From an optimization exercise on the open Yosys and OpenROAD flow, aimed at small area; shortcuts taken in it are not production practice. Only simulation tests tie the RTL to the original design; equivalence was not proved. No activity file was given, so power comes from the tool's default toggle rates.

File: flow/run.sh
#!/bin/bash
# synth_recipe.tcl (not shown) runs the flow's synth.tcl, then flattens the netlist and writes it again
# the make line also repeats each setting of config.mk as NAME=value (left out here)
make -C /OpenROAD-flow-scripts/flow DESIGN_CONFIG=/design/flow/config.mk WORK_HOME=/design/flow/orfs CLKGATE_MAP_FILE= SYNTH_SCRIPT=/design/flow/synth_recipe.tcl finish
File: flow/config.mk
export PLATFORM = sky130hd
export DESIGN_NAME = Finale
export DESIGN_NICKNAME = Finale
export VERILOG_FILES = /design/flow/design.v
export SDC_FILE = /design/flow/constraint.sdc
export NUM_CORES = 4
export LEC_CHECK = 0
export ABC_AREA = 1
export CAP_MARGIN = 20
export CORE_MARGIN = 2
export CORE_UTILIZATION = 40
export SLEW_MARGIN = 20
File: flow/constraint.sdc
create_clock -name core_clock -period 12.0 [get_ports {CLOCK_50}]
set_input_delay 2.4000 -clock core_clock [delete_from_list [all_inputs] [get_ports {CLOCK_50}]]
set_output_delay 2.4000 -clock core_clock [all_outputs]
set_load 0.01 [all_outputs]
File: flow/design.v
module Finale
	(	CLOCK_50,
		resetn,
		SW_colour,
		ps2_key_data,
		ps2_key_pressed,
		vga_x,
		vga_y,
		vga_colour,
		vga_plot,
		HEX0, HEX1, HEX2, HEX3, HEX4, HEX5
	);
	input			CLOCK_50;
	input			resetn;
	input	[2:0]	SW_colour;
	input	[7:0]	ps2_key_data;
	input			ps2_key_pressed;
	output	[7:0]	vga_x;
	output	[6:0]	vga_y;
	output	[2:0]	vga_colour;
	output			vga_plot;
	output [6:0]HEX0, HEX1, HEX2, HEX3, HEX4, HEX5;
	localparam [121:0] QINIT = 122'b11010010110001011000111101001010011101001000100011010010010101100010110110000001110011010110001001001110110001000101110011;
	localparam [4:0]
		S_START    = 5'd0,
		S_UNSTART  = 5'd1,
		S_PROGPOS  = 5'd2,
		S_PROGDRAW = 5'd3,
		S_CLEAR    = 5'd4,
		S_BOXPOS   = 5'd5,
		S_DRAW     = 5'd6,
		S_WAIT     = 5'd7,
		S_UNWAIT   = 5'd8,
		S_CHECK    = 5'd9,
		S_DONECHK  = 5'd10,
		S_GAMEOVER = 5'd11,
		S_TC1      = 5'd12,
		S_GREEN    = 5'd13,
		S_ANIM     = 5'd14,
		S_SEGPOS   = 5'd15,
		S_SEGDRAW  = 5'd16,
		S_STOP1    = 5'd17,
		S_KEYWAIT  = 5'd18,
		S_INCPOS   = 5'd19,
		S_TC2      = 5'd20,
		S_DRAWRED  = 5'd21,
		S_STOP     = 5'd22,
		S_RANDOM   = 5'd23,
		S_UNSTOP   = 5'd24,
		S_CLEARRED = 5'd25,
		S_SHIFT1   = 5'd26,
		S_SHIFT2   = 5'd27;
	reg [2:0] kc;
	reg gamemode;
	wire gm = gamemode;
	reg [2:0] kin;
	always @(*) begin
		case (ps2_key_data)
			8'h15: kin = 3'd0;
			8'h1d: kin = 3'd1;
			8'h24: kin = 3'd2;
			8'h2d: kin = 3'd3;
			8'h05: kin = 3'd4;
			8'h06: kin = 3'd5;
			8'h12: kin = 3'd6;
			default: kin = 3'd7;
		endcase
	end
	always @(posedge CLOCK_50) begin
		if (!resetn)
			kc <= 3'd7;
		else if (ps2_key_pressed)
			kc <= kin;
		if (!resetn)
			gamemode <= 1'b0;
		else if (kin == 3'd4)
			gamemode <= 1'b0;
		else if (kin == 3'd5)
			gamemode <= 1'b1;
	end
	wire k05 = (kc == 3'd4);
	wire k06 = (kc == 3'd5);
	wire k12 = (kc == 3'd6);
	reg [4:0] st;
	reg [4:0] sd;			 
	wire [2:0] ss = sd[2:0];
	wire [1:0] dd = sd[4:3];
	wire [1:0] bb = sd[1:0];
	reg [14:0] cnt;
	reg [121:0] queue;
	reg [11:0] tmr;
	reg [11:0] score;
	reg [14:0] divq;
	reg [7:0] xr;
	reg [6:0] yr;
	reg [5:0] pp;
	reg donebox, doneseg, doneprog, donecheck, correct;
	wire st_stop = (st == S_STOP);
	wire restart0 = st_stop & ~gm;
	wire restart1 = (st == S_STOP1);
	wire rst_r = ~resetn | restart0;
	wire c990 = &{cnt[9:6], cnt[4:0]};
	wire c350 = &{cnt[8], cnt[6], cnt[4:0]};
	wire c672 = &{cnt[9], cnt[7], cnt[5], cnt[0]};
	wire c15487 = &{cnt[13:10], cnt[7]};
	wire c30880 = &{cnt[14:11], cnt[7], cnt[5], cnt[0]};
	wire c255 = cnt[8];
	reg [3:0] dig;
	always @(*) begin
		case (dd)
			2'd0: dig = gm ? score[11:8] : tmr[11:8];
			2'd1: dig = gm ? score[7:4] : tmr[7:4];
			default: dig = gm ? score[3:0] : tmr[3:0];
		endcase
	end
	reg seg_on;
	always @(*) begin
		case (ss)
			3'd0: seg_on = (dig == 0 || dig == 2 || dig == 3 || dig == 5 || dig == 6 || dig == 7 || dig == 8 || dig == 9);
			3'd1: seg_on = (dig == 0 || dig == 1 || dig == 2 || dig == 3 || dig == 4 || dig == 7 || dig == 8 || dig == 9);
			3'd2: seg_on = (dig == 0 || dig == 1 || dig == 3 || dig == 4 || dig == 5 || dig == 6 || dig == 7 || dig == 8 || dig == 9);
			3'd3: seg_on = (dig == 0 || dig == 2 || dig == 3 || dig == 5 || dig == 6 || dig == 8);
			3'd4: seg_on = (dig == 0 || dig == 2 || dig == 6 || dig == 8);
			3'd5: seg_on = (dig == 0 || dig == 4 || dig == 5 || dig == 6 || dig == 8 || dig == 9);
			default: seg_on = (dig == 2 || dig == 3 || dig == 4 || dig == 5 || dig == 6 || dig == 8 || dig == 9);
		endcase
	end
	wire last_seg = (ss == 3'd6);
	wire last_dig = (dd == 2'd2);
	wire [4:0] sd_next = last_seg ? {dd + 2'd1, 3'd0} : {dd, ss + 3'd1};
	wire tmr_zero = (tmr == 12'd0);
	reg [4:0] nst;
	reg [4:0] nsd;
	always @(*) begin
		nst = st;
		nsd = sd;
		case (st)
			S_START:    if (ps2_key_pressed) nst = S_UNSTART;
			S_UNSTART:  if (!ps2_key_pressed) nst = S_PROGPOS;
			S_PROGPOS:  if (doneprog) nst = S_PROGDRAW;
			S_PROGDRAW: if (c672) nst = S_CLEAR;
			S_CLEAR:    if (c15487) begin nst = S_BOXPOS; nsd = 5'd0; end
			S_BOXPOS:   if (donebox) nst = S_DRAW;
			S_DRAW:     if (c990) begin
							if (bb == 2'd3) nst = S_WAIT;
							else begin nst = S_BOXPOS; nsd = {sd[4:2], bb + 2'd1}; end
						end
			S_WAIT:     if (ps2_key_pressed) nst = S_UNWAIT;
			S_UNWAIT:   if (!ps2_key_pressed) nst = S_CHECK;
			S_CHECK:    if (donecheck) nst = S_DONECHK;
			S_DONECHK:  nst = !correct ? S_INCPOS : (gm ? S_TC1 : S_GAMEOVER);
			S_GAMEOVER: nst = (queue == 122'd0) ? S_GREEN : S_KEYWAIT;
			S_TC1:      nst = tmr_zero ? S_GREEN : S_KEYWAIT;
			S_GREEN:    if (c15487) begin nst = S_ANIM; nsd = 5'd0; end
			S_ANIM:     if (c255) nst = S_SEGPOS;
			S_SEGPOS:   if (doneseg) begin
							if (seg_on) nst = S_SEGDRAW;
							else if (!last_seg) nsd = sd_next;
							else if (!last_dig) begin nst = S_ANIM; nsd = sd_next; end
							else nst = gm ? S_STOP1 : S_STOP;
						end
			S_SEGDRAW:  if (c350) begin
							if (last_seg && last_dig) nst = gm ? S_STOP1 : S_STOP;
							else begin nst = S_ANIM; nsd = sd_next; end
						end
			S_STOP1:    if (k12 || k05 || k06) nst = S_START;
			S_KEYWAIT:  if (ps2_key_pressed) nst = S_SHIFT1;
			S_INCPOS:   if (donebox) nst = gm ? S_TC2 : S_DRAWRED;
			S_TC2:      nst = tmr_zero ? S_GREEN : S_DRAWRED;
			S_DRAWRED:  if (c990) nst = S_STOP;
			S_STOP:     nst = S_RANDOM;
			S_RANDOM:   if (k12) nst = S_UNSTOP;
			S_UNSTOP:   if (!ps2_key_pressed) nst = S_CLEARRED;
			S_CLEARRED: if (c30880) nst = S_CLEAR;
			S_SHIFT1:   nst = S_SHIFT2;
			S_SHIFT2:   nst = S_START;
			default:    nst = S_START;
		endcase
	end
	always @(posedge CLOCK_50) begin
		if (!resetn)
			st <= S_START;
		else
			st <= nst;
		sd <= nsd;
		cnt <= (nst == st) ? cnt + 15'd1 : 15'd0;
	end
	wire shift_en = (st == S_SHIFT1) | (st == S_SHIFT2);
	wire rnd = (st == S_RANDOM) | (st == S_UNSTOP);
	always @(posedge CLOCK_50) begin
		if (rst_r)
			queue <= QINIT;
		else if (shift_en | rnd)
			queue <= {(gm | ~shift_en) & queue[0], queue[121:1]};
	end
	wire boxpos = (st == S_BOXPOS) | (st == S_INCPOS);
	wire [1:0] bsel = (st == S_INCPOS) ? 2'd0 : bb;
	reg [1:0] tcol;
	always @(*) begin
		case (bsel)
			2'd0: tcol = queue[1:0];
			2'd1: tcol = queue[3:2];
			2'd2: tcol = queue[5:4];
			default: tcol = queue[7:6];
		endcase
	end
	reg [7:0] tilex;
	always @(*) begin
		case (tcol)
			2'd0: tilex = 8'd18;
			2'd1: tilex = 8'd49;
			2'd2: tilex = 8'd81;
			default: tilex = 8'd112;
		endcase
	end
	reg [6:0] tiley;
	always @(*) begin
		case (bsel)
			2'd0: tiley = 7'd89;
			2'd1: tiley = 7'd59;
			2'd2: tiley = 7'd29;
			default: tiley = 7'd0;
		endcase
	end
	reg [7:0] segx;
	reg [6:0] segy;
	always @(*) begin
		case (ss)
			3'd0: begin segx = 8'd25; segy = 7'd30; end
			3'd1: begin segx = 8'd46; segy = 7'd30; end
			3'd2: begin segx = 8'd46; segy = 7'd60; end
			3'd3: begin segx = 8'd25; segy = 7'd81; end
			3'd4: begin segx = 8'd25; segy = 7'd60; end
			3'd5: begin segx = 8'd25; segy = 7'd30; end
			default: begin segx = 8'd25; segy = 7'd55; end
		endcase
		case (dd)
			2'd0: segx = segx;
			2'd1: segx = segx + 8'd40;
			default: segx = segx + 8'd80;
		endcase
	end
	always @(posedge CLOCK_50) begin
		if (rst_r) begin
			xr <= 8'd0;
			yr <= 7'd0;
			pp <= 6'd0;
			donebox <= 1'b0;
			doneseg <= 1'b0;
			doneprog <= 1'b0;
		end
		else if (boxpos) begin
			xr <= tilex;
			yr <= tiley;
			donebox <= 1'b1;
		end
		else if (st == S_SEGPOS) begin
			xr <= segx;
			yr <= segy;
			doneseg <= 1'b1;
		end
		else if (st == S_PROGPOS) begin
			xr <= 8'd0;
			yr <= 7'd119 - {pp, 1'b0};
			pp <= pp + 6'd1;
			doneprog <= 1'b1;
		end
		else if (st == S_CLEAR || st == S_GREEN)
			xr <= 8'd17;
	end
	always @(posedge CLOCK_50) begin
		if (rst_r) begin
			correct <= 1'b0;
			donecheck <= 1'b0;
		end
		else if (st == S_CHECK) begin
			correct <= ~kc[2] & (kc[1:0] == queue[1:0]);
			donecheck <= 1'b1;
		end
	end
	always @(posedge CLOCK_50) begin
		if (!resetn || restart1 || k06 || k05)
			score <= 12'd0;
		else if (st == S_SHIFT2 && gm)
			score <= score + 12'd1;
		else if (score[3:0] > 4'd9) begin
			score[3:0] <= 4'd0;
			score[7:4] <= score[7:4] + 4'd1;
			if (score[7:4] == 4'd9) begin
				score[7:4] <= 4'd0;
				score[11:8] <= score[11:8] + 4'd1;
				if (score[11:8] == 4'd9) begin
					score <= 12'h999;
				end
			end
		end
	end
	wire tick = (divq == 15'd0);
	always @(posedge CLOCK_50) begin
		if (!resetn)
			divq <= 15'd0;
		else if (tick)
			divq <= gm ? 15'd23999 : 15'd2047;
		else
			divq <= divq - 15'd1;
	end
	reg timer_en;
	always @(*) begin
		case (st)
			S_START, S_UNSTART, S_RANDOM: timer_en = gm;
			S_GREEN, S_ANIM, S_SEGPOS, S_SEGDRAW, S_STOP1, S_UNSTOP: timer_en = 1'b0;
			default: timer_en = 1'b1;
		endcase
	end
	always @(posedge CLOCK_50) begin
		if (!resetn)
			tmr <= 12'd0;
		else if (k06 || (restart1 && gm))
			tmr <= 12'h030;
		else if (tick && timer_en) begin
			if (tmr[3:0] != 4'd0)
				tmr[3:0] <= tmr[3:0] - 4'd1;
			else if (tmr[7:4] != 4'd0) begin
				tmr[3:0] <= 4'd9;
				tmr[7:4] <= tmr[7:4] - 4'd1;
			end
			else if (tmr[11:8] != 4'd0) begin
				tmr[3:0] <= 4'd9;
				tmr[7:4] <= 4'd9;
				tmr[11:8] <= tmr[11:8] - 4'd1;
			end
			else
				tmr <= 12'd0;
		end
		else if (restart0)
			tmr <= 12'h999;
	end
	wire draw_box = (st == S_DRAW) | (st == S_DRAWRED);
	wire segdraw = (st == S_SEGDRAW);
	wire vert = (ss == 3'd1) | (ss == 3'd2) | (ss == 3'd4) | (ss == 3'd5);
	wire progdraw = (st == S_PROGDRAW);
	wire clr = (st == S_CLEAR) | (st == S_GREEN);
	wire clrred = (st == S_CLEARRED);
	reg [7:0] ax;
	reg [6:0] ay;
	reg usexy;
	always @(*) begin
		ax = 8'd0; ay = 7'd0; usexy = 1'b1;
		if (draw_box || (segdraw && !vert)) begin
			ax = {3'b0, cnt[4:0]}; ay = {2'b0, cnt[9:5]};
		end
		else if (segdraw) begin
			ax = {3'b0, cnt[9:5]}; ay = {2'b0, cnt[4:0]};
		end
		else if (progdraw || clrred) begin
			ax = cnt[7:0]; ay = cnt[14:8];
		end
		else if (clr) begin
			ax = {1'b0, cnt[6:0]}; ay = cnt[13:7]; usexy = 1'b0;
		end
		else usexy = 1'b0;
	end
	wire drawing = draw_box | segdraw | progdraw | clrred | clr;
	wire [7:0] bx = (drawing && resetn) ? xr : 8'd0;
	wire [6:0] by = (usexy && resetn) ? yr : 7'd0;
	wire [7:0] ax2 = resetn ? ax : 8'd0;
	wire [6:0] ay2 = resetn ? ay : 7'd0;
	assign vga_x = bx + ax2;
	assign vga_y = by + ay2;
	assign vga_plot = drawing;
	wire cgreen = (progdraw & ~gm) | (st == S_GREEN);
	wire cred = (progdraw & gm) | (st == S_DRAWRED) | clrred;
	assign vga_colour = cgreen ? 3'b010 : clr ? 3'b111 : cred ? 3'b100 : (draw_box | segdraw) ? SW_colour : 3'b000;
	seg7 display0(tmr[3:0], HEX0);
	seg7 display1(tmr[7:4], HEX1);
	seg7 display2(tmr[11:8], HEX2);
	seg7 display3(score[3:0], HEX3);
	seg7 display4(score[7:4], HEX4);
	seg7 display5(score[11:8], HEX5);
endmodule
module seg7(input [3:0]C, output [6:0]HEX);
	assign HEX[0] = ((~C[3] & ~C[2] & ~C[1] & C[0]) | (~C[3] & C[2] & ~C[1]  & ~C[0]) | (C[3] & ~C[2] & C[1] & C[0]) | (C[3] & C[2] & ~C[1] & C[0]));
	assign HEX[1] = ((~C[3] & C[2] & ~C[1] & C[0]) | (~C[3] & C[2] & C[1] & ~C[0]) | (C[3] & ~C[2] & C[1] & C[0]) | (C[3] & C[2] & ~C[1] & ~C[0]) | (C[3] & C[2] & C[1] & ~C[0]) | (C[3] & C[2] & C[1] & C[0]));
	assign HEX[2] = ((~C[3] & ~C[2] & C[1] & ~C[0]) | (C[3] & C[2] & ~C[1] & ~C[0]) | (C[3] & C[2] & C[1] & ~C[0]) | (C[3] & C[2] & C[1] & C[0]));
	assign HEX[3] = ((~C[3] & ~C[2] & ~C[1] & C[0]) | (~C[3] & C[2] & ~C[1] & ~C[0]) | (~C[3] & C[2] & C[1] & C[0]) | (C[3] & ~C[2] & ~C[1] & C[0]) | (C[3] & ~C[2] & C[1] & ~C[0]) | (C[3] & C[2] & C[1] & C[0]));
	assign HEX[4] = ((~C[3] & ~C[2] & ~C[1] & C[0]) | (~C[3] & ~C[2] & C[1] & C[0]) | (~C[3] & C[2] & ~C[1] & ~C[0]) | (~C[3] & C[2] & ~C[1] & C[0]) | (~C[3] & C[2] & C[1] & C[0]) | (C[3] & ~C[2] & ~C[1] & C[0]));
	assign HEX[5] = ((~C[3] & ~C[2] & ~C[1] & C[0]) | (~C[3] & ~C[2] & C[1] & ~C[0]) | (~C[3] & ~C[2] & C[1] & C[0]) | (~C[3] & C[2] & C[1] & C[0]) | (C[3] & C[2] & ~C[1] & C[0]));
	assign HEX[6] = ((~C[3] & ~C[2] & ~C[1] & ~C[0]) | (~C[3] & ~C[2] & ~C[1] & C[0]) | (~C[3] & C[2] & C[1] & C[0]) | (C[3] & C[2] & ~C[1] & ~C[0]));
endmodule
==> run_results.csv, run 1 <==
group,metric,value,unit
place,gp_congestion,0.953,
synthesis,yosys_most_used_dff,"dfxtp_1",
detailed_routing,detail_route.wl_per_cell,14.7,µm
detailed_routing,ant_nets,0,
worst_hold_path,whs_path_depth,1,
worst_hold_path,hold_start,"divq[0]",
timing,slew_viol_final,0,
power,p_total,1.90,mW
grt,grt_use_total,0.206,
clock_tree,cts_resized,0,
floorplanning,die_y,181,µm
floorplanning,die_w,181,µm
worst_hold_path,min_to,"divq[0]",
worst_setup_path,crit_type,"primary input to output pin",
synthesis,yosys-top-cells-area,"dfxtp_1 (33%), nand2_1 (12%), nor2_1 (8.9%)",
clock_tree,clock_sinks,215,
worst_setup_path,cp-end-kind,"output pin",
detailed_routing,via_per_inst,5.31,
synthesis,syn-num-nets,1946,
synthesis,synthTopCellsByCount,"nand2_1 (385), nor2_1 (298), dfxtp_1 (210)",
worst_setup_path,startpoint_type,"primary input",
synthesis,ys_seq_area_frac,0.347,
synthesis,yosysMostFrequentCell,"nand2_1",
synthesis,synth_top_area_frac,0.335,
detailed_routing,drt_first_pass_iters,7,
worst_setup_path,r2r_end,"queue[60]",
timing,fin_crit_sh,0.681,
clock_tree,clk_latency,0.54,ns
timing,setup-violations-final,0,
worst_setup_path,crit_arrival,5.77,ns
grt,grt_antenna_before_repair,0,
detailed_routing,totalWireLength,34700,µm
place,pre_cts_slack,3.86,ns
layout,antenna_cells,0,
clock_tree,cts_buffers,25,
floorplanning,rows,64,
place,place_inst,2306,
power,p_leak,6.28,nW
worst_setup_path,ff2ff_setup_slack,8.46,ns
place,place_area,13500,µm²
clock_tree,tritoncts,"done",
layout,final_area,14500,µm²
worst_setup_path,reg2reg_depth,12,
place,dp_hpwl,25100,µm
grt,grt_overflow,0,
place,io_buffers,74,
floorplanning,core,30700,µm²
clock_tree,h-tree-depth,1,
floorplanning,start_util,0.408,
grt,grt_pass1_wl,57200,µm
clock_tree,clock_path_buffers,3,
layout,drive_gt1_frac,0.0624,
synthesis,async_flop_share,0,
timing,min_period,8.17,ns
timing,tns,0,ns
timing,hold_slack,0.435,ns
layout,nets,1986,
worst_setup_path,critPathRequiredTime,9.60,ns
clock_tree,cts_hold_buf,0,
floorplanning,dieArea,32800,µm²
detailed_routing,dr_total_vias,12500,
layout,syn_to_final_growth,15.2,%
power,peakVddDrop,0.105,mV
grt,grt_start_max_net_pins,103,
synthesis,synth_cells,1897,
worst_setup_path,regToRegStartpoint,"st[3]",
synthesis,yosys.area.top_type,"dfxtp_1",
worst_hold_path,hp-class,"flop to flop",
timing,slew_headroom,0.341,
layout,fillCellCount,3174,
detailed_routing,drc_errors,0,
synthesis,ys_warn_count,1,
synthesis,yosysUniqueCellTypes,54,
worst_setup_path,crit_path_max_fanout,27,
layout,layout.cells.non_filler,2352,
floorplanning,io-pin-count,75,
timing,rsz0062_at_grt,"false",
synthesis,syn_area_per_cell,6.62,µm²
run_status,status,"no timing/DRC/antenna violations",
flow_run,cap_viol_max_count,0,
synthesis,synth-edff-count,5,
power,power.density,131,nW/µm²
synthesis,ys_seq_elements,215,
clock_tree,clk_pin_slew,0.06,ns
timing,fmax,122,MHz
layout,final_core_util,0.470,
clock_tree,cts_setup_buffers,0,
synthesis,syn-cell-area,12600,µm²
clock_tree,cts-root-buf,"clkbuf_16",
detailed_routing,drt_iter0_drc,992,
timing,worst_slew_pin_slew,0.985,ns
grt,grt_pass1_vias,11600,
timing,hold_viol_final,0,
timing,fin_ws,3.83,ns
timing,skew,0.0229,ns
-- routing by layer --
layer	global-route usage	part of all wire	routed length, µm
met4	0.0605	0.026	913
met1	0.283	0.47	16300
met3	0.0280	0.053	1840
met2	0.337	0.45	15600
met5	0	0	0
-- flip-flops by register name, summed over array words and instances, names as in the netlist, 3 cells and up --
signal  count
divq       15
xr          7
pp          6
sd          5
kc          3
st          5
score      12
yr          7
queue     122
tmr        12
cnt        15
-- worst max-delay path, stage by stage --
cell and delay (ns):
clkdlybuf4s50_1 0.45, buf_4 0.27, clkinv_1 0.10, buf_4 0.25
o32ai_1 0.50, ha_1 0.32, nand3_1 0.08, nand2_1 0.08
a21oi_1 0.17, o21bai_1 0.13, nand2_1 0.08, nand2_1 0.05
a21oi_1 0.15, xnor2_1 0.15, clkdlybuf4s50_1 0.58
-- how the worst max path moves through the flow --
stage | from | endpoint | slack [ns]
final | resetn | vga_x[7] | 3.83
after global routing | resetn | vga_x[7] | 3.61
after CTS | resetn | vga_x[7] | 3.83
after detailed placement | resetn | vga_x[7] | 3.86
after global placement | resetn | vga_x[7] | 3.89
after floorplan | resetn | vga_y[6] | 5.28
-- cell usage in the layout, fill, tap and decap left out, drive strengths merged, types with 31 or more instances in the layout --
master         instances
a21oi                 80
clkbuf                33
clkdlybuf4s50         74
dfxtp                210
ha                    33
inv                  225
nand2                400
nand3                158
nor2                 325
nor3                  31
nor4                  36
o21ai                165
-- power breakdown --
group	internal (mW)	switching [mW]	total (mW)
Clock	0.525	0.318	0.842
Sequential	0.749	0.0325	0.782
Combinational	0.0990	0.179	0.278
-- logic make-up after synthesis --
group / after synthesis / share of synthesized area
adder cells (fa/ha/maj): 35 / 0.0361
XOR/XNOR: 32 / 0.0223
AND/OR/NAND/NOR: 983 / 0.347
AO/OA/AOI/OAI: 339 / 0.155
flip-flops: 215 / 0.347
buffers and inverters: 293 / 0.0926
-- cell type report --
type / instances / area [µm²] / share of cell area
Timing Repair Buffer: 81 / 793 / 0.0548
Tap cell: 396 / 495 / 0.0343
Sequential cell: 215 / 4350 / 0.301
Clock buffer: 33 / 706 / 0.0488
Multi-Input combinational cell: 1389 / 7050 / 0.488
Inverter: 225 / 846 / 0.0585
Clock inverter: 13 / 214 / 0.0148
==> run 2, diff against run 1 <==
--- a/flow/design.v
+++ b/flow/design.v
@@ -88,11 +88,10 @@
 	wire [1:0] bb = sd[1:0];
 	reg [14:0] cnt;
-	reg [121:0] queue;
+	reg fc;					 
 	reg [11:0] tmr;
 	reg [11:0] score;
-	reg [14:0] divq;
-	reg [7:0] xr;
-	reg [6:0] yr;
-	reg [5:0] pp;
+	reg [5:0] ry;			 
+	reg [1:0] tcol;			 
+	reg [1:0] lk;			 
 	reg donebox, doneseg, doneprog, donecheck, correct;
 	wire st_stop = (st == S_STOP);
@@ -100,4 +99,47 @@
 	wire restart1 = (st == S_STOP1);
 	wire rst_r = ~resetn | restart0;
+	wire shift_en = (st == S_SHIFT1) | (st == S_SHIFT2);
+	wire rnd = (st == S_RANDOM) | (st == S_UNSTOP);
+	wire qop = shift_en | rnd;
+	wire qkill = shift_en & ~gm & ~rst_r;
+	reg [121:0] dead;
+	reg [6:0] p8;
+	reg [7:0] W;
+	wire [7:0] plo;
+	wire [15:0] phi;
+	wire [15:0] khi;
+	genvar g;
+	generate
+		for (g = 0; g < 8; g = g + 1) begin : glo
+			assign plo[g] = (p8[2:0] == g);
+		end
+		for (g = 0; g < 16; g = g + 1) begin : ghi
+			assign phi[g] = (p8[6:3] == g);
+			assign khi[g] = phi[g] & qkill;
+		end
+	endgenerate
+	wire [121:0] E = QINIT & ~dead;
+	reg enew;
+	integer j, k;
+	always @(*) begin
+		enew = 1'b0;
+		for (j = 0; j < 122; j = j + 1)
+			if (QINIT[j]) enew = enew | (E[j] & phi[j >> 3] & plo[j & 7]);
+	end
+	always @(posedge CLOCK_50) begin
+		if (rst_r) begin
+			p8 <= 7'd8;
+			W <= QINIT[7:0];
+		end else if (qop) begin
+			p8 <= (p8 == 7'd121) ? 7'd0 : p8 + 7'd1;
+			W <= {enew, W[7:1]};
+		end
+		for (j = 0; j < 122; j = j + 1)
+			if (QINIT[j]) begin
+				k = (j + 8) % 122;
+				dead[j] <= (~rst_r & dead[j]) | (khi[k >> 3] & plo[k & 7]);
+			end
+	end
+	wire qzero = (E == 122'd0);
 	wire c990 = &{cnt[9:6], cnt[4:0]};
 	wire c350 = &{cnt[8], cnt[6], cnt[4:0]};
@@ -129,5 +171,4 @@
 	wire last_dig = (dd == 2'd2);
 	wire [4:0] sd_next = last_seg ? {dd + 2'd1, 3'd0} : {dd, ss + 3'd1};
-	wire tmr_zero = (tmr == 12'd0);
 	reg [4:0] nst;
 	reg [4:0] nsd;
@@ -150,5 +191,5 @@
 			S_CHECK:    if (donecheck) nst = S_DONECHK;
 			S_DONECHK:  nst = !correct ? S_INCPOS : (gm ? S_TC1 : S_GAMEOVER);
-			S_GAMEOVER: nst = (queue == 122'd0) ? S_GREEN : S_KEYWAIT;
+			S_GAMEOVER: nst = qzero ? S_GREEN : S_KEYWAIT;
 			S_TC1:      nst = tmr_zero ? S_GREEN : S_KEYWAIT;
 			S_GREEN:    if (c15487) begin nst = S_ANIM; nsd = 5'd0; end
@@ -178,4 +219,5 @@
 		endcase
 	end
+	wire stay = (nst == st);
 	always @(posedge CLOCK_50) begin
 		if (!resetn)
@@ -184,25 +226,45 @@
 			st <= nst;
 		sd <= nsd;
-		cnt <= (nst == st) ? cnt + 15'd1 : 15'd0;
-	end
-	wire shift_en = (st == S_SHIFT1) | (st == S_SHIFT2);
-	wire rnd = (st == S_RANDOM) | (st == S_UNSTOP);
-	always @(posedge CLOCK_50) begin
-		if (rst_r)
-			queue <= QINIT;
-		else if (shift_en | rnd)
-			queue <= {(gm | ~shift_en) & queue[0], queue[121:1]};
+		cnt <= stay ? cnt + 15'd1 : 15'd0;
+		fc <= ~stay;
 	end
 	wire boxpos = (st == S_BOXPOS) | (st == S_INCPOS);
 	wire [1:0] bsel = (st == S_INCPOS) ? 2'd0 : bb;
-	reg [1:0] tcol;
+	reg [1:0] wcol;
 	always @(*) begin
 		case (bsel)
-			2'd0: tcol = queue[1:0];
-			2'd1: tcol = queue[3:2];
-			2'd2: tcol = queue[5:4];
-			default: tcol = queue[7:6];
+			2'd0: wcol = W[1:0];
+			2'd1: wcol = W[3:2];
+			2'd2: wcol = W[5:4];
+			default: wcol = W[7:6];
 		endcase
 	end
+	always @(posedge CLOCK_50) begin
+		if (rst_r) begin
+			ry <= 6'd60;
+			lk <= 2'd0;
+			donebox <= 1'b0;
+			doneseg <= 1'b0;
+			doneprog <= 1'b0;
+		end
+		else begin
+			if (boxpos) begin
+				tcol <= wcol;
+				donebox <= 1'b1;
+			end
+			if (st == S_SEGPOS)
+				doneseg <= 1'b1;
+			if (st == S_PROGPOS) begin
+				ry <= ry - 6'd1;
+				doneprog <= 1'b1;
+			end
+			if (st == S_PROGPOS)
+				lk <= 2'd0;
+			else if (st == S_DRAWRED)
+				lk <= 2'd1;
+			else if (st == S_SEGDRAW || st == S_SEGPOS)
+				lk <= 2'd2;
+		end
+	end
 	reg [7:0] tilex;
 	always @(*) begin
@@ -216,5 +278,5 @@
 	reg [6:0] tiley;
 	always @(*) begin
-		case (bsel)
+		case (bb)
 			2'd0: tiley = 7'd89;
 			2'd1: tiley = 7'd59;
@@ -241,32 +303,6 @@
 		endcase
 	end
-	always @(posedge CLOCK_50) begin
-		if (rst_r) begin
-			xr <= 8'd0;
-			yr <= 7'd0;
-			pp <= 6'd0;
-			donebox <= 1'b0;
-			doneseg <= 1'b0;
-			doneprog <= 1'b0;
-		end
-		else if (boxpos) begin
-			xr <= tilex;
-			yr <= tiley;
-			donebox <= 1'b1;
-		end
-		else if (st == S_SEGPOS) begin
-			xr <= segx;
-			yr <= segy;
-			doneseg <= 1'b1;
-		end
-		else if (st == S_PROGPOS) begin
-			xr <= 8'd0;
-			yr <= 7'd119 - {pp, 1'b0};
-			pp <= pp + 6'd1;
-			doneprog <= 1'b1;
-		end
-		else if (st == S_CLEAR || st == S_GREEN)
-			xr <= 8'd17;
-	end
+	wire [7:0] lx = (lk == 2'd1) ? tilex : (lk == 2'd2) ? 8'd105 : 8'd0;
+	wire [6:0] ly = (lk == 2'd1) ? 7'd89 : (lk == 2'd2) ? 7'd55 : 7'd0;
 	always @(posedge CLOCK_50) begin
 		if (rst_r) begin
@@ -275,5 +311,5 @@
 		end
 		else if (st == S_CHECK) begin
-			correct <= ~kc[2] & (kc[1:0] == queue[1:0]);
+			correct <= ~kc[2] & (kc[1:0] == W[1:0]);
 			donecheck <= 1'b1;
 		end
@@ -296,12 +332,14 @@
 		end
 	end
-	wire tick = (divq == 15'd0);
+	localparam [14:0] LF_T = 15'h3ab4, LF_R0 = 15'h4fb0, LF_R1 = 15'h5a5a;
+	reg [14:0] lf;
+	wire tick = (lf == LF_T);
 	always @(posedge CLOCK_50) begin
 		if (!resetn)
-			divq <= 15'd0;
+			lf <= LF_T;
 		else if (tick)
-			divq <= gm ? 15'd23999 : 15'd2047;
+			lf <= gm ? LF_R1 : LF_R0;
 		else
-			divq <= divq - 15'd1;
+			lf <= {lf[13:0], lf[14] ^ lf[13]};
 	end
 	reg timer_en;
@@ -313,4 +351,7 @@
 		endcase
 	end
+	wire [3:0] t0 = tmr[3:0], t1 = tmr[7:4], t2 = tmr[11:8];
+	wire z0 = (t0 == 4'd0), z1 = (t1 == 4'd0), z2 = (t2 == 4'd0);
+	wire tmr_zero = z0 & z1 & z2;
 	always @(posedge CLOCK_50) begin
 		if (!resetn)
@@ -319,22 +360,17 @@
 			tmr <= 12'h030;
 		else if (tick && timer_en) begin
-			if (tmr[3:0] != 4'd0)
-				tmr[3:0] <= tmr[3:0] - 4'd1;
-			else if (tmr[7:4] != 4'd0) begin
-				tmr[3:0] <= 4'd9;
-				tmr[7:4] <= tmr[7:4] - 4'd1;
-			end
-			else if (tmr[11:8] != 4'd0) begin
-				tmr[3:0] <= 4'd9;
-				tmr[7:4] <= 4'd9;
-				tmr[11:8] <= tmr[11:8] - 4'd1;
+			if (!tmr_zero) begin
+				tmr[3:0] <= z0 ? 4'd9 : t0 - 4'd1;
+				if (z0) begin
+					tmr[7:4] <= z1 ? 4'd9 : t1 - 4'd1;
+					if (z1) tmr[11:8] <= t2 - 4'd1;
+				end
 			end
-			else
-				tmr <= 12'd0;
 		end
 		else if (restart0)
 			tmr <= 12'h999;
 	end
-	wire draw_box = (st == S_DRAW) | (st == S_DRAWRED);
+	wire draw_box = (st == S_DRAW);
+	wire draw_red = (st == S_DRAWRED);
 	wire segdraw = (st == S_SEGDRAW);
 	wire vert = (ss == 3'd1) | (ss == 3'd2) | (ss == 3'd4) | (ss == 3'd5);
@@ -344,8 +380,9 @@
 	reg [7:0] ax;
 	reg [6:0] ay;
-	reg usexy;
+	reg [7:0] bx;
+	reg [6:0] by;
 	always @(*) begin
-		ax = 8'd0; ay = 7'd0; usexy = 1'b1;
-		if (draw_box || (segdraw && !vert)) begin
+		ax = 8'd0; ay = 7'd0; bx = 8'd0; by = 7'd0;
+		if (draw_box || draw_red || (segdraw && !vert)) begin
 			ax = {3'b0, cnt[4:0]}; ay = {2'b0, cnt[9:5]};
 		end
@@ -357,19 +394,35 @@
 		end
 		else if (clr) begin
-			ax = {1'b0, cnt[6:0]}; ay = cnt[13:7]; usexy = 1'b0;
+			ax = {1'b0, cnt[6:0]}; ay = cnt[13:7];
+		end
+		if (draw_box) begin
+			bx = tilex; by = tiley;
+		end
+		else if (draw_red) begin
+			bx = tilex; by = 7'd89;
+		end
+		else if (segdraw) begin
+			bx = segx; by = segy;
+		end
+		else if (progdraw) begin
+			bx = 8'd0; by = {ry, 1'b1};
+		end
+		else if (clrred) begin
+			bx = lx; by = ly;
+		end
+		else if (clr) begin
+			bx = !fc ? 8'd17 : (st == S_GREEN) ? tilex : lx;
+		end
+		if (!resetn) begin
+			ax = 8'd0; ay = 7'd0; bx = 8'd0; by = 7'd0;
 		end
-		else usexy = 1'b0;
 	end
-	wire drawing = draw_box | segdraw | progdraw | clrred | clr;
-	wire [7:0] bx = (drawing && resetn) ? xr : 8'd0;
-	wire [6:0] by = (usexy && resetn) ? yr : 7'd0;
-	wire [7:0] ax2 = resetn ? ax : 8'd0;
-	wire [6:0] ay2 = resetn ? ay : 7'd0;
-	assign vga_x = bx + ax2;
-	assign vga_y = by + ay2;
+	assign vga_x = bx + ax;
+	assign vga_y = by + ay;
+	wire drawing = draw_box | draw_red | segdraw | progdraw | clrred | clr;
 	assign vga_plot = drawing;
 	wire cgreen = (progdraw & ~gm) | (st == S_GREEN);
-	wire cred = (progdraw & gm) | (st == S_DRAWRED) | clrred;
-	assign vga_colour = cgreen ? 3'b010 : clr ? 3'b111 : cred ? 3'b100 : (draw_box | segdraw) ? SW_colour : 3'b000;
+	wire cred = (progdraw & gm) | draw_red | clrred;
+	assign vga_colour = cgreen ? 3'b010 : clr ? 3'b111 : cred ? 3'b100 : (draw_box | draw_red | segdraw) ? SW_colour : 3'b000;
 	seg7 display0(tmr[3:0], HEX0);
 	seg7 display1(tmr[7:4], HEX1);
--- a/flow/config.mk
+++ b/flow/config.mk
@@ -7,6 +7,9 @@
 export LEC_CHECK = 0
 export ABC_AREA = 1
-export CAP_MARGIN = 20
+export CAP_MARGIN = 0
 export CORE_MARGIN = 2
 export CORE_UTILIZATION = 40
-export SLEW_MARGIN = 20
+export CTS_BUF_LIST = sky130_fd_sc_hd__clkbuf_8
+export CTS_CLUSTER_DIAMETER = 60
+export CTS_CLUSTER_SIZE = 16
+export SLEW_MARGIN = 0
==> run 2 against run 1 <==
Net effect:
- synthesized cell count shrank 10%
- sequential share of layout area decreased by 4.3 points
- area after synthesis shrank 13%
- clock skew rose by 0.0042 ns
==> run_results.csv, run 2 <==
group,metric,value,unit
worst_setup_path,crit_arrival,6.12,ns
clock_tree,clk_latency,0.49,ns
layout,final_cell_mix,"nand2_1 (347), inv_1 (260), nor2_1 (203)",
layout,antenna_cells,0,
floorplanning,start_util,0.407,
worst_setup_path,cp_cell_sequence,"clkdlybuf4s50_1 > inv_1 > buf_4 > o32ai_1 > ha_1 > nand3_1 > nand2_1 > a21oi_1 > o21bai_1 > nand2_1 > nand2_1 > a21oi_1 > xnor2_1 > clkdlybuf4s50_1",
floorplanning,die_y,170,µm
clock_tree,cts_hold_buf,0,
timing,skew,0.0271,ns
worst_hold_path,hp-class,"flop to flop",
layout,largest_register_ffs,57,
synthesis,synth_cells,1707,
layout,fillCellCount,2818,
layout,top_regs,"dead (57), cnt (15), lf (15)",
detailed_routing,drt_first_pass_iters,6,
power,p_clk_frac,0.391,
grt,grtUsageMet2,0.387,
detailed_routing,ant_nets,0,
worst_setup_path,regToRegStartpoint,"gamemode",
clock_tree,cts_buffers,17,
floorplanning,io-pin-count,75,
clock_tree,cts-root-buf,"clkbuf_8",
clock_tree,cts_setup_buffers,0,
worst_setup_path,crit_path_max_fanout,30,
timing,hold_viol_final,0,
worst_setup_path,worstSetupStartpoint,"resetn",
power,p_int,744,µW
synthesis,yosys.area.top_type,"dfxtp_1",
clock_tree,tritoncts,"done",
worst_setup_path,ff2ff_setup_slack,8.41,ns
detailed_routing,dr_total_vias,11700,
layout,largest-register,"dead",
power,power.density,87.4,nW/µm²
timing,worst_slew_pin_slew,1.08,ns
timing,setup-violations-final,0,
synthesis,yosys-top-cells-area,"dfxtp_1 (27%), nand2_1 (12%), inv_1 (8.9%)",
worst_setup_path,reg2reg_depth,13,
worst_setup_path,critPathRequiredTime,9.60,ns
timing,slew_headroom,0.274,
power,p_comb_frac,0.102,
grt,grt_pass1_wl,56100,µm
detailed_routing,totalWireLength,35000,µm
layout,nets,1828,
layout,syn_to_final_growth,12.8,%
worst_setup_path,startpoint_type,"primary input",
synthesis,ys_seq_elements,156,
detailed_routing,detail_route.wl_per_cell,16.5,µm
grt,grt_antenna_before_repair,0,
timing,min_period,8.52,ns
worst_setup_path,cp-end-kind,"output pin",
floorplanning,core,27000,µm²
power,p_leak,5.39,nW
synthesis,syn-num-nets,1767,
place,place_area,12000,µm²
layout,drive_gt1_frac,0.0595,
clock_tree,clock_sinks,156,
worst_setup_path,slowest_delay,1.12,ns
timing,slew_viol_final,0,
place,gp_congestion,0.978,
synthesis,synth_top_area_frac,0.272,
synthesis,yosysUniqueCellTypes,61,
synthesis,async_flop_share,0,
timing,tns,0,ns
worst_setup_path,endpoint,"vga_x[7]",
worst_setup_path,crit_cells,14,
grt,grt_pass1_vias,10900,
worst_setup_path,crit_type,"primary input to output pin",
clock_tree,clock_path_buffers,2,
worst_setup_path,crit_path_frequent_cell,"nand2_1",
synthesis,yosysMostFrequentCell,"nand2_1",
synthesis,ys_warn_count,66,
worst_setup_path,slowest_stage,"clkdlybuf4s50_1",
synthesis,synth-edff-count,7,
detailed_routing,via_per_inst,5.52,
floorplanning,dieArea,28800,µm²
clock_tree,clk_pin_slew,0.09,ns
grt,grt_use_total,0.243,
floorplanning,rows,60,
clock_tree,cts_resized,0,
power,pwr-share-seq,0.507,
worst_setup_path,r2r_end,"sd[0]",
power,p_sw_frac,0.312,
layout,final_area,12400,µm²
grt,grt_start_max_net_pins,42,
power,p_switching,338,µW
power,peakVddDrop,0.0624,mV
synthesis,ys_seq_area_frac,0.291,
timing,rsz0062_at_grt,"false",
flow_run,cap_viol_max_count,0,
layout,layout.cells.most_common,"nand2_1",
timing,fin_crit_sh,0.710,
detailed_routing,drc_errors,0,
synthesis,yosys_most_used_dff,"dfxtp_1",
worst_setup_path,cp_num_buf_inv,4,
grt,grt_busiest_layer,"met2",
grt,grt_use_met3,0.0333,
run_status,status,"no timing/DRC/antenna violations",
worst_setup_path,crit_family,"buffers and inverters",
synthesis,synthTopCellsByCount,"nand2_1 (347), inv_1 (260), nor2_1 (203)",
synthesis,syn_area_per_cell,6.43,µm²
place,dp_hpwl,27100,µm
grt,grt_use_met1,0.337,
timing,fmax,117,MHz
clock_tree,h-tree-depth,4,
synthesis,syn-cell-area,11000,µm²
place,io_buffers,74,
detailed_routing,drt_iter0_drc,1223,
grt,grt_overflow,0,
floorplanning,die_w,170,µm
[run 2: cell type report]
cell class                      instances  area (µm²)  area share
Multi-Input combinational cell       1231        6520       0.526
Sequential cell                       156        3190       0.258
Inverter                              283        1060      0.0858
Timing Repair Buffer                   79         778      0.0629
Tap cell                              341         427      0.0345
Clock buffer                           17         234      0.0189
Clock inverter                         15         169      0.0136
[run 2: cells by family (layout without fill, tap and decap cells)]
kind of cell | after synthesis | count (layout) | share of synthesized area
AND/OR/NAND/NOR | 795 | 795 | 0.324
AO/OA/AOI/OAI | 366 | 366 | 0.197
buffers and inverters | 320 | 394 | 0.115
flip-flops | 156 | 156 | 0.291
adder cells (fa/ha/maj) | 46 | 46 | 0.0538
XOR/XNOR | 24 | 24 | 0.0192
[run 2: stage by stage]
| stage | hold WS, ns | setup slack, ns | power [mW] | instances | util |
|---|---|---|---|---|---|
| 2_1_floorplan | 0.404 | 4.95 | 0.631 | 1707 | - |
| 3_3_place_gp | 0.439 | 3.62 | 0.668 | 2090 | 0.444 |
| 3_5_place_dp | 0.438 | 3.53 | 0.668 | 2090 | 0.444 |
| 4_1_cts | 0.460 | 3.51 | 1.09 | 2122 | 0.459 |
| 5_1_grt | 0.486 | 3.21 | 1.12 | 2122 | 0.459 |
| 6_report | 0.461 | 3.48 | 1.08 | 2122 | 0.459 |
[run 2: worst min-delay path by stage]
stage	endpoint	slack, ns	from	cells past startpoint
after floorplan	lf[2]	0.40	lf[1]	2
after global placement	lf[4]	0.44	lf[3]	2
after detailed placement	lf[2]	0.44	lf[1]	2
after global routing	lf[2]	0.49	lf[1]	2
after CTS	lf[2]	0.46	lf[1]	2
final	lf[2]	0.46	lf[1]	2
[run 2: metal layers]
metal	wire (µm)	share of wire
met1	16200	0.46
met3	2240	0.064
met5	0	0
met2	15600	0.45
met4	974	0.028
[run 2: power by group through the flow]
stage	combinational (mW)	sequential, mW	clock, mW
detailed placement	0.108	0.560	0
floorplan	0.0773	0.553	0
CTS	0.109	0.548	0.433
global placement	0.109	0.560	0
global route	0.123	0.550	0.450
finish	0.110	0.548	0.423
[run 2: worst min-delay path: cells and delay by family, from the launching register on]
| kind | cells | cell delay [ns] |
|---|---|---|
| simple gates | 1 | 0.06 |
| flops | 1 | 0.32 |
| buf+inv | 1 | 0.06 |
==> run 3, diff against run 2 <==
==> flow/config.mk (replaced) <==
export PLATFORM = sky130hd
export DESIGN_NAME = Finale
export DESIGN_NICKNAME = Finale
export VERILOG_FILES = /design/flow/design.v
export SDC_FILE = /design/flow/constraint.sdc
export NUM_CORES = 4
export LEC_CHECK = 0
export ABC_AREA = 1
export CAP_MARGIN = 20
export CORE_MARGIN = 2
export CORE_UTILIZATION = 40
export SLEW_MARGIN = 20
==> run 3 against run 2 <==
Net effect:
- still clean
- clock power up 34%
- register-to-register slack improved by 0.03 ns
- area after synthesis unchanged
- global-route usage barely moved
- critical path depth stayed put
- setup slack worse by 0.0051 ns
- combinational power barely moved
- via count barely moved
- count of clock-buffer cells in the layout unchanged
- critical path type unchanged
==> run_results.csv, run 3 <==
group,metric,value,unit
synthesis,synth_cells,1707,
synthesis,ys_seq_elements,156,
synthesis,synth_top_area_frac,0.272,
synthesis,async_flop_share,0,
synthesis,ys_warn_count,66,
floorplanning,io-pin-count,75,
detailed_routing,drt_iter0_drc,1259,
grt,grt_start_max_net_pins,42,
power,power.density,97.3,nW/µm²
clock_tree,cts_buffers,17,
layout,drive_gt1_frac,0.0595,
detailed_routing,detail_route.wl_per_cell,16.5,µm
layout,largest_register_ffs,57,
worst_setup_path,cp-end-kind,"output pin",
clock_tree,cts_hold_buf,0,
layout,final_cell_mix,"nand2_1 (347), inv_1 (260), nor2_1 (203)",
floorplanning,start_util,0.407,
timing,rsz0062_at_grt,"false",
clock_tree,clk_pin_slew,0.07,ns
timing,slew_viol_final,0,
layout,fillCellCount,2798,
timing,fin_crit_sh,0.711,
timing,tns,0,ns
grt,grt_antenna_before_repair,0,
synthesis,synthTopCellsByCount,"nand2_1 (347), inv_1 (260), nor2_1 (203)",
layout,layout.area.seq,3190,µm²
clock_tree,clock_sinks,156,
worst_setup_path,crit_arrival,6.13,ns
worst_setup_path,startpoint_type,"primary input",
layout,nets,1828,
layout,syn_to_final_growth,14.6,%
layout,layout.cells.non_filler,2122,
timing,hold_slack,0.458,ns
place,io_buffers,74,
timing,fmax,117,MHz
clock_tree,h-tree-depth,4,
layout,layout.cells.most_common,"nand2_1",
floorplanning,die_y,170,µm
worst_setup_path,crit_path_max_fanout,30,
timing,min_period,8.53,ns
place,dp_hpwl,27100,µm
grt,grt_overflow,0,
layout,largest-register,"dead",
synthesis,ys_seq_area_frac,0.291,
layout,antenna_cells,0,
floorplanning,die_w,170,µm
detailed_routing,via_per_inst,5.53,
floorplanning,rows,60,
synthesis,yosys.area.top_type,"dfxtp_1",
place,place_inst,2090,
place,gp_congestion,0.978,
clock_tree,cts-root-buf,"clkbuf_16",
synthesis,yosys-top-cells-area,"dfxtp_1 (27%), nand2_1 (12%), inv_1 (8.9%)",
timing,setup-violations-final,0,
place,place_area,12000,µm²
synthesis,yosysUniqueCellTypes,61,
clock_tree,clock_path_buffers,2,
clock_tree,tritoncts,"done",
power,p_leak,5.48,nW
timing,hold_viol_final,0,
clock_tree,cts_resized,0,
layout,multi_input_area,6520,µm²
detailed_routing,drt_first_pass_iters,6,
detailed_routing,totalWireLength,35000,µm
layout,final_core_util,0.466,
synthesis,syn_area_per_cell,6.43,µm²
detailed_routing,drc_errors,0,
worst_setup_path,crit_type,"primary input to output pin",
flow_run,cap_viol_max_count,0,
worst_setup_path,ff2ff_setup_slack,8.44,ns
worst_hold_path,hp-class,"flop to flop",
grt,grt_pass1_vias,10900,
detailed_routing,dr_total_vias,11700,
floorplanning,core,27000,µm²
power,peakVddDrop,0.0840,mV
synthesis,yosys_most_used_dff,"dfxtp_1",
synthesis,yosysMostFrequentCell,"nand2_1",
clock_tree,cts_setup_buffers,0,
timing,slew_headroom,0.233,
run_status,status,"no timing/DRC/antenna violations",
worst_setup_path,critPathRequiredTime,9.60,ns
synthesis,synth-edff-count,7,
grt,grt_pass1_wl,56100,µm
synthesis,syn-cell-area,11000,µm²
clock_tree,clk_latency,0.45,ns
timing,worst_slew_pin_slew,1.14,ns
floorplanning,dieArea,28800,µm²
timing,skew,0.0185,ns
synthesis,syn-num-nets,1767,
detailed_routing,ant_nets,0,
grt,grt_use_total,0.243,
layout,top_regs,"dead (57), cnt (15), lf (15)",
layout,final_area,12600,µm²
[run 3: per-layer routing]
| layer | global-route usage | up-vias | wire length, µm |
|---|---|---|---|
| met4 | 0.0892 | 0 | 1040 |
| met2 | 0.384 | 421 | 15600 |
| li1 | - | 5822 | - |
| met1 | 0.333 | 5412 | 16000 |
| met3 | 0.0427 | 71 | 2430 |
| met5 | 0 | - | 0 |
[run 3: through the flow]
stage          power, mW  setup WS, ns
3_3_place_gp       0.668          3.62
3_5_place_dp       0.668          3.53
2_1_floorplan      0.631          4.95
6_report            1.22          3.47
4_1_cts             1.23          3.51
5_1_grt             1.27          3.21
[run 3: final timing paths]
kind,startpoint,to,depth (start not counted)
max,resetn,vga_x[7],14
min reg2reg,lf[1],lf[2],2
min,lf[1],lf[2],2
max reg2reg,gamemode,sd[0],13
[run 3: area by class of cell]
class,count,area share
Sequential cell,156,0.254
Clock inverter,15,0.0134
Tap cell,341,0.0339
Inverter,283,0.0845
Clock buffer,17,0.0338
Multi-Input combinational cell,1231,0.518
Timing Repair Buffer,79,0.0619
[run 3: cell families after synthesis]
family	after synthesis	synth area share
DFF	156	0.291
adders and majority gates	46	0.0538
xor gates and xnor gates	24	0.0192
AOI/OAI and AO/OA	366	0.197
and+or+nand+nor	795	0.324
buffers and inverters	320	0.115
[run 3: worst max-delay path, stage by stage]
cell             delay [ns]
clkdlybuf4s50_1        1.13
inv_1                  0.09
buf_4                  0.29
o32ai_1                0.52
ha_1                   0.31
nand3_1                0.07
nand2_1                0.08
a21oi_1                0.14
o21bai_1               0.11
nand2_1                0.07
nand2_1                0.04
a21oi_1                0.14
xnor2_1                0.15
clkdlybuf4s50_1        0.57
[run 3: power by group]
part	internal (mW)	switching, mW
registers	0.533	0.0148
logic	0.0350	0.0755
clock network	0.298	0.267
==> run 4, diff against run 3 <==
--- a/flow/design.v
+++ b/flow/design.v
@@ -87,5 +87,6 @@
 	wire [1:0] dd = sd[4:3];
 	wire [1:0] bb = sd[1:0];
-	reg [14:0] cnt;
+	reg [7:0] cx;			 
+	reg [6:0] cy;			 
 	reg fc;					 
 	reg [11:0] tmr;
@@ -142,10 +143,10 @@
 	end
 	wire qzero = (E == 122'd0);
-	wire c990 = &{cnt[9:6], cnt[4:0]};
-	wire c350 = &{cnt[8], cnt[6], cnt[4:0]};
-	wire c672 = &{cnt[9], cnt[7], cnt[5], cnt[0]};
-	wire c15487 = &{cnt[13:10], cnt[7]};
-	wire c30880 = &{cnt[14:11], cnt[7], cnt[5], cnt[0]};
-	wire c255 = cnt[8];
+	wire c990 = &{cy[4:1], cx[4:0]};			 
+	wire c350 = &{cy[3], cy[1], cx[4:0]};		 
+	wire c672 = &{cy[1], cx[7], cx[5], cx[0]};	 
+	wire c15487 = &{cy[6:3], cy[0]};			 
+	wire c30880 = &{cy[6:3], cx[7], cx[5], cx[0]};	 
+	wire c255 = cy[0];						 
 	reg [3:0] dig;
 	always @(*) begin
@@ -156,16 +157,7 @@
 		endcase
 	end
-	reg seg_on;
-	always @(*) begin
-		case (ss)
-			3'd0: seg_on = (dig == 0 || dig == 2 || dig == 3 || dig == 5 || dig == 6 || dig == 7 || dig == 8 || dig == 9);
-			3'd1: seg_on = (dig == 0 || dig == 1 || dig == 2 || dig == 3 || dig == 4 || dig == 7 || dig == 8 || dig == 9);
-			3'd2: seg_on = (dig == 0 || dig == 1 || dig == 3 || dig == 4 || dig == 5 || dig == 6 || dig == 7 || dig == 8 || dig == 9);
-			3'd3: seg_on = (dig == 0 || dig == 2 || dig == 3 || dig == 5 || dig == 6 || dig == 8);
-			3'd4: seg_on = (dig == 0 || dig == 2 || dig == 6 || dig == 8);
-			3'd5: seg_on = (dig == 0 || dig == 4 || dig == 5 || dig == 6 || dig == 8 || dig == 9);
-			default: seg_on = (dig == 2 || dig == 3 || dig == 4 || dig == 5 || dig == 6 || dig == 8 || dig == 9);
-		endcase
-	end
+	wire [6:0] dhex;
+	seg7d segd(dig, dhex);
+	wire seg_on = ~dhex[ss];
 	wire last_seg = (ss == 3'd6);
 	wire last_dig = (dd == 2'd2);
@@ -190,5 +182,6 @@
 			S_UNWAIT:   if (!ps2_key_pressed) nst = S_CHECK;
 			S_CHECK:    if (donecheck) nst = S_DONECHK;
-			S_DONECHK:  nst = !correct ? S_INCPOS : (gm ? S_TC1 : S_GAMEOVER);
+			S_DONECHK:  if (!correct) begin nst = S_INCPOS; nsd = 5'd0; end
+						else nst = gm ? S_TC1 : S_GAMEOVER;
 			S_GAMEOVER: nst = qzero ? S_GREEN : S_KEYWAIT;
 			S_TC1:      nst = tmr_zero ? S_GREEN : S_KEYWAIT;
@@ -220,4 +213,7 @@
 	end
 	wire stay = (nst == st);
+	wire w32 = (st == S_DRAW) | (st == S_DRAWRED) | (st == S_SEGDRAW);
+	wire w128 = (st == S_CLEAR) | (st == S_GREEN);
+	wire wrap = w32 ? &cx[4:0] : w128 ? &cx[6:0] : &cx[7:0];
 	always @(posedge CLOCK_50) begin
 		if (!resetn)
@@ -226,5 +222,14 @@
 			st <= nst;
 		sd <= nsd;
-		cnt <= stay ? cnt + 15'd1 : 15'd0;
+		if (!stay) begin
+			cx <= 8'd0;
+			cy <= 7'd0;
+		end
+		else if (wrap) begin
+			cx <= 8'd0;
+			cy <= cy + 7'd1;
+		end
+		else
+			cx <= cx + 8'd1;
 		fc <= ~stay;
 	end
@@ -319,15 +324,16 @@
 			score <= 12'd0;
 		else if (st == S_SHIFT2 && gm)
-			score <= score + 12'd1;
-		else if (score[3:0] > 4'd9) begin
+			score[3:0] <= score[3:0] + 4'd1;
+		else if (score[3] & score[1]) begin
 			score[3:0] <= 4'd0;
-			score[7:4] <= score[7:4] + 4'd1;
-			if (score[7:4] == 4'd9) begin
+			if (score[7] & score[4]) begin
 				score[7:4] <= 4'd0;
-				score[11:8] <= score[11:8] + 4'd1;
-				if (score[11:8] == 4'd9) begin
+				if (score[11] & score[8])
 					score <= 12'h999;
-				end
+				else
+					score[11:8] <= score[11:8] + 4'd1;
 			end
+			else
+				score[7:4] <= score[7:4] + 4'd1;
 		end
 	end
@@ -374,69 +380,59 @@
 	wire draw_red = (st == S_DRAWRED);
 	wire segdraw = (st == S_SEGDRAW);
-	wire vert = (ss == 3'd1) | (ss == 3'd2) | (ss == 3'd4) | (ss == 3'd5);
+	wire vert = segdraw & ((ss == 3'd1) | (ss == 3'd2) | (ss == 3'd4) | (ss == 3'd5));
 	wire progdraw = (st == S_PROGDRAW);
 	wire clr = (st == S_CLEAR) | (st == S_GREEN);
 	wire clrred = (st == S_CLEARRED);
-	reg [7:0] ax;
-	reg [6:0] ay;
+	wire drawing = draw_box | draw_red | segdraw | progdraw | clrred | clr;
+	wire act = drawing & resetn;
+	wire left = clrred | ((st == S_CLEAR) & fc);		 
+	wire sel_tile = draw_box | draw_red | ((st == S_GREEN) & fc) | (left & (lk == 2'd1));
+	wire sel_105 = left & (lk == 2'd2);
+	wire sel_17 = clr & ~fc;
 	reg [7:0] bx;
 	reg [6:0] by;
 	always @(*) begin
-		ax = 8'd0; ay = 7'd0; bx = 8'd0; by = 7'd0;
-		if (draw_box || draw_red || (segdraw && !vert)) begin
-			ax = {3'b0, cnt[4:0]}; ay = {2'b0, cnt[9:5]};
-		end
-		else if (segdraw) begin
-			ax = {3'b0, cnt[9:5]}; ay = {2'b0, cnt[4:0]};
-		end
-		else if (progdraw || clrred) begin
-			ax = cnt[7:0]; ay = cnt[14:8];
-		end
-		else if (clr) begin
-			ax = {1'b0, cnt[6:0]}; ay = cnt[13:7];
-		end
-		if (draw_box) begin
-			bx = tilex; by = tiley;
-		end
-		else if (draw_red) begin
-			bx = tilex; by = 7'd89;
-		end
-		else if (segdraw) begin
-			bx = segx; by = segy;
-		end
-		else if (progdraw) begin
-			bx = 8'd0; by = {ry, 1'b1};
-		end
-		else if (clrred) begin
-			bx = lx; by = ly;
-		end
-		else if (clr) begin
-			bx = !fc ? 8'd17 : (st == S_GREEN) ? tilex : lx;
-		end
-		if (!resetn) begin
-			ax = 8'd0; ay = 7'd0; bx = 8'd0; by = 7'd0;
-		end
-	end
-	assign vga_x = bx + ax;
-	assign vga_y = by + ay;
-	wire drawing = draw_box | draw_red | segdraw | progdraw | clrred | clr;
+		bx = 8'd0;
+		if (sel_tile) bx = tilex;
+		if (segdraw) bx = segx;
+		if (sel_105) bx = 8'd105;
+		if (sel_17) bx = 8'd17;
+		by = 7'd0;
+		if (draw_box | draw_red) by = tiley;
+		if (segdraw) by = segy;
+		if (progdraw) by = {ry, 1'b1};
+		if (clrred) by = ly;
+	end
+	wire [7:0] ax = vert ? {1'b0, cy} : cx;
+	wire [6:0] ay = vert ? cx[6:0] : cy;
+	assign vga_x = (resetn ? bx : 8'd0) + (act ? ax : 8'd0);
+	assign vga_y = (resetn ? by : 7'd0) + (act ? ay : 7'd0);
 	assign vga_plot = drawing;
 	wire cgreen = (progdraw & ~gm) | (st == S_GREEN);
 	wire cred = (progdraw & gm) | draw_red | clrred;
 	assign vga_colour = cgreen ? 3'b010 : clr ? 3'b111 : cred ? 3'b100 : (draw_box | draw_red | segdraw) ? SW_colour : 3'b000;
-	seg7 display0(tmr[3:0], HEX0);
-	seg7 display1(tmr[7:4], HEX1);
-	seg7 display2(tmr[11:8], HEX2);
-	seg7 display3(score[3:0], HEX3);
-	seg7 display4(score[7:4], HEX4);
-	seg7 display5(score[11:8], HEX5);
+	seg7d display0(tmr[3:0], HEX0);
+	seg7d display1(tmr[7:4], HEX1);
+	seg7d display2(tmr[11:8], HEX2);
+	seg7a display3(score[3:0], HEX3);
+	seg7d display4(score[7:4], HEX4);
+	seg7d display5(score[11:8], HEX5);
+endmodule
+module seg7d(input [3:0]C, output [6:0]HEX);
+	assign HEX[0] = (~C[3] & ~C[2] & ~C[1] & C[0]) | (C[2] & ~C[1] & ~C[0]);
+	assign HEX[1] = (C[2] & ~C[1] & C[0]) | (C[2] & C[1] & ~C[0]);
+	assign HEX[2] = (~C[2] & C[1] & ~C[0]);
+	assign HEX[3] = (~C[2] & ~C[1] & C[0]) | (C[2] & ~C[1] & ~C[0]) | (C[2] & C[1] & C[0]);
+	assign HEX[4] = (C[2] & ~C[1]) | (C[0]);
+	assign HEX[5] = (~C[3] & ~C[2] & C[0]) | (~C[2] & C[1]) | (C[1] & C[0]);
+	assign HEX[6] = (~C[3] & ~C[2] & ~C[1]) | (C[2] & C[1] & C[0]);
 endmodule
-module seg7(input [3:0]C, output [6:0]HEX);
-	assign HEX[0] = ((~C[3] & ~C[2] & ~C[1] & C[0]) | (~C[3] & C[2] & ~C[1]  & ~C[0]) | (C[3] & ~C[2] & C[1] & C[0]) | (C[3] & C[2] & ~C[1] & C[0]));
-	assign HEX[1] = ((~C[3] & C[2] & ~C[1] & C[0]) | (~C[3] & C[2] & C[1] & ~C[0]) | (C[3] & ~C[2] & C[1] & C[0]) | (C[3] & C[2] & ~C[1] & ~C[0]) | (C[3] & C[2] & C[1] & ~C[0]) | (C[3] & C[2] & C[1] & C[0]));
-	assign HEX[2] = ((~C[3] & ~C[2] & C[1] & ~C[0]) | (C[3] & C[2] & ~C[1] & ~C[0]) | (C[3] & C[2] & C[1] & ~C[0]) | (C[3] & C[2] & C[1] & C[0]));
-	assign HEX[3] = ((~C[3] & ~C[2] & ~C[1] & C[0]) | (~C[3] & C[2] & ~C[1] & ~C[0]) | (~C[3] & C[2] & C[1] & C[0]) | (C[3] & ~C[2] & ~C[1] & C[0]) | (C[3] & ~C[2] & C[1] & ~C[0]) | (C[3] & C[2] & C[1] & C[0]));
-	assign HEX[4] = ((~C[3] & ~C[2] & ~C[1] & C[0]) | (~C[3] & ~C[2] & C[1] & C[0]) | (~C[3] & C[2] & ~C[1] & ~C[0]) | (~C[3] & C[2] & ~C[1] & C[0]) | (~C[3] & C[2] & C[1] & C[0]) | (C[3] & ~C[2] & ~C[1] & C[0]));
-	assign HEX[5] = ((~C[3] & ~C[2] & ~C[1] & C[0]) | (~C[3] & ~C[2] & C[1] & ~C[0]) | (~C[3] & ~C[2] & C[1] & C[0]) | (~C[3] & C[2] & C[1] & C[0]) | (C[3] & C[2] & ~C[1] & C[0]));
-	assign HEX[6] = ((~C[3] & ~C[2] & ~C[1] & ~C[0]) | (~C[3] & ~C[2] & ~C[1] & C[0]) | (~C[3] & C[2] & C[1] & C[0]) | (C[3] & C[2] & ~C[1] & ~C[0]));
+module seg7a(input [3:0]C, output [6:0]HEX);
+	assign HEX[0] = (~C[3] & ~C[2] & ~C[1] & C[0]) | (C[2] & ~C[1] & ~C[0]);
+	assign HEX[1] = (C[2] & ~C[1] & C[0]) | (C[2] & C[1] & ~C[0]);
+	assign HEX[2] = (~C[3] & ~C[2] & C[1] & ~C[0]);
+	assign HEX[3] = (C[3] & C[1]) | (~C[2] & ~C[1] & C[0]) | (C[2] & ~C[1] & ~C[0]) | (C[2] & C[1] & C[0]);
+	assign HEX[4] = (C[2] & ~C[1]) | (C[0]);
+	assign HEX[5] = (~C[3] & ~C[2] & C[1]) | (~C[3] & ~C[2] & C[0]) | (C[1] & C[0]);
+	assign HEX[6] = (~C[3] & ~C[2] & ~C[1]) | (C[2] & C[1] & C[0]);
 endmodule
--- a/flow/config.mk
+++ b/flow/config.mk
@@ -10,3 +10,6 @@
 export CORE_MARGIN = 2
 export CORE_UTILIZATION = 40
+export CTS_BUF_LIST = sky130_fd_sc_hd__clkbuf_8
+export CTS_CLUSTER_DIAMETER = 60
+export CTS_CLUSTER_SIZE = 16
 export SLEW_MARGIN = 20
==> run 4 against run 3 <==
Net effect:
- sequential share of layout area rose by 1.8 points
- setup slack gained 0.047 ns
- die area shrank 6.2%
- count of clock-buffer cells in the layout stayed put
- area after synthesis shrank 6.3%
- worst hold slack lost 0.0013 ns
- routed wire length down 9.7%
- non-clock buffer count is 1 lower
- clock skew shrank 0.00055 ns
- fmax grew 0.56%
- first-iteration DRC count fell by 19%
- clock power shrank 27%
- critical endpoint is now vga_y[6]
==> run_results.csv, run 4 <==
group,metric,value,unit
layout,syn_to_final_growth,14.0,%
layout,layout.cells.most_common,"nand2_1",
place,pre_cts_slack,3.51,ns
flow_run,cap_viol_max_count,0,
detailed_routing,drc_errors,0,
clock_tree,clk_latency,0.49,ns
layout,largest_register_ffs,57,
power,power.density,88.5,nW/µm²
power,p_leak,5.00,nW
worst_setup_path,slowest_delay,0.82,ns
layout,nets,1720,
worst_setup_path,crit_arrival,6.08,ns
clock_tree,tritoncts,"done",
place,place_area,11300,µm²
clock_tree,h-tree-depth,4,
synthesis,async_flop_share,0,
worst_setup_path,crit_type,"primary input to output pin",
grt,grt_use_total,0.239,
floorplanning,start_util,0.408,
run_status,status,"no timing/DRC/antenna violations",
timing,min_period,8.48,ns
floorplanning,dieArea,27000,µm²
layout,layout.cells.non_filler,2000,
detailed_routing,drt_first_pass_iters,6,
power,p_total,1.04,mW
detailed_routing,detail_route.wl_per_cell,15.8,µm
floorplanning,die_y,164,µm
synthesis,syn-cell-area,10300,µm²
grt,grt_overflow,0,
place,dp_hpwl,24300,µm
worst_setup_path,cp-end-kind,"output pin",
worst_setup_path,critPathRequiredTime,9.60,ns
layout,antenna_cells,0,
timing,rsz0062_at_grt,"false",
detailed_routing,via_per_inst,5.40,
synthesis,ys_warn_count,66,
synthesis,synth-edff-count,7,
worst_setup_path,cp_num_buf_inv,4,
layout,final_area,11700,µm²
grt,grt_pass1_wl,51400,µm
worst_setup_path,cp_cell_sequence,"clkdlybuf4s50_1 > nand2_1 > a211oi_1 > ha_1 > inv_1 > fa_1 > o21ai_0 > nand2_1 > nand2_1 > a21oi_1 > xnor2_1 > xor2_1 > inv_1 > clkdlybuf4s50_1",
clock_tree,cts-root-buf,"clkbuf_8",
timing,slew_headroom,0.469,
clock_tree,clk_pin_slew,0.11,ns
synthesis,ys_seq_area_frac,0.311,
grt,grt_antenna_before_repair,0,
floorplanning,io-pin-count,75,
detailed_routing,totalWireLength,31700,µm
detailed_routing,drt_iter0_drc,1018,
layout,largest-register,"dead",
synthesis,synth_top_area_frac,0.290,
synthesis,yosysMostFrequentCell,"nand2_1",
synthesis,ys_seq_elements,156,
timing,worst_slew_pin_slew,0.789,ns
floorplanning,core,25200,µm²
grt,grt_start_max_net_pins,63,
synthesis,syn_area_per_cell,6.44,µm²
place,io_buffers,74,
synthesis,synth_cells,1597,
timing,tns,0,ns
detailed_routing,ant_nets,0,
worst_setup_path,crit_path_max_fanout,14,
synthesis,synthTopCellsByCount,"nand2_1 (360), inv_1 (215), nor2_1 (196)",
worst_setup_path,slowest_stage,"clkdlybuf4s50_1",
clock_tree,cts_buffers,17,
synthesis,yosysUniqueCellTypes,57,
layout,drive_gt1_frac,0.0539,
timing,fin_ws,3.52,ns
timing,fmax,118,MHz
synthesis,syn-num-nets,1660,
floorplanning,rows,58,
run 4: cell types whose count changed after synthesis, moves of 8 or more:
cell      change
a21oi_1      -15
inv_2         -8
o21ai_0      +18
nand3_1       -8
o22ai_1      -20
nand2_1      +13
inv_1        -45
o311ai_0      -8
o211ai_1     -11
run 4: final cells by class:
type / instances / area, µm²
Tap cell: 330 / 413
Multi-Input combinational cell: 1176 / 6080
Sequential cell: 156 / 3190
Clock buffer: 17 / 234
Fill cell: 2670 / 13500
Clock inverter: 15 / 173
Timing Repair Buffer: 78 / 771
Inverter: 228 / 856
run 4: kinds of logic (layout without fill, tap and decap cells):
| group | after synthesis | in the layout | synth area share |
|---|---|---|---|
| buffers and inverters | 265 | 338 | 0.0987 |
| multiplexers | 1 | 1 | 0.000974 |
| flip-flops | 156 | 156 | 0.311 |
| XOR/XNOR | 21 | 21 | 0.0179 |
| AND/OR/NAND/NOR | 783 | 783 | 0.332 |
| adder cells (fa/ha/maj) | 49 | 49 | 0.0611 |
| AO/OA/AOI/OAI | 322 | 322 | 0.178 |
run 4: path summary, 6_finish.rpt:
check,start,end,slack (ns),cells after the start
max,resetn,vga_y[6],3.52,14
min,score[10],score[10],0.46,1
max reg2reg,st[0],dead[96],8.49,12
min reg2reg,score[10],score[10],0.46,1
run 4: per-layer routing:
layer / track usage / share of wire / vias to the layer above
met4: 0.0754 / 0.020 / 0
li1: - / - / 5408
met2: 0.377 / 0.44 / 347
met3: 0.0384 / 0.066 / 45
met5: 0 / 0 / -
met1: 0.333 / 0.47 / 5007
run 4: per-stage QoR:
step	hold slack (ns)	util
after floorplan	0.404	-
after global placement	0.428	0.449
after detailed placement	0.433	0.449
after CTS	0.455	0.465
after global routing	0.473	0.465
final	0.456	0.465
run 4: report_power, final:
part / switching, mW / total, mW / leakage (nW) / internal (mW)
registers: 0.0136 / 0.545 / 1.27 / 0.531
clock network: 0.250 / 0.410 / 0.206 / 0.159
logic: 0.0543 / 0.0824 / 3.53 / 0.0280
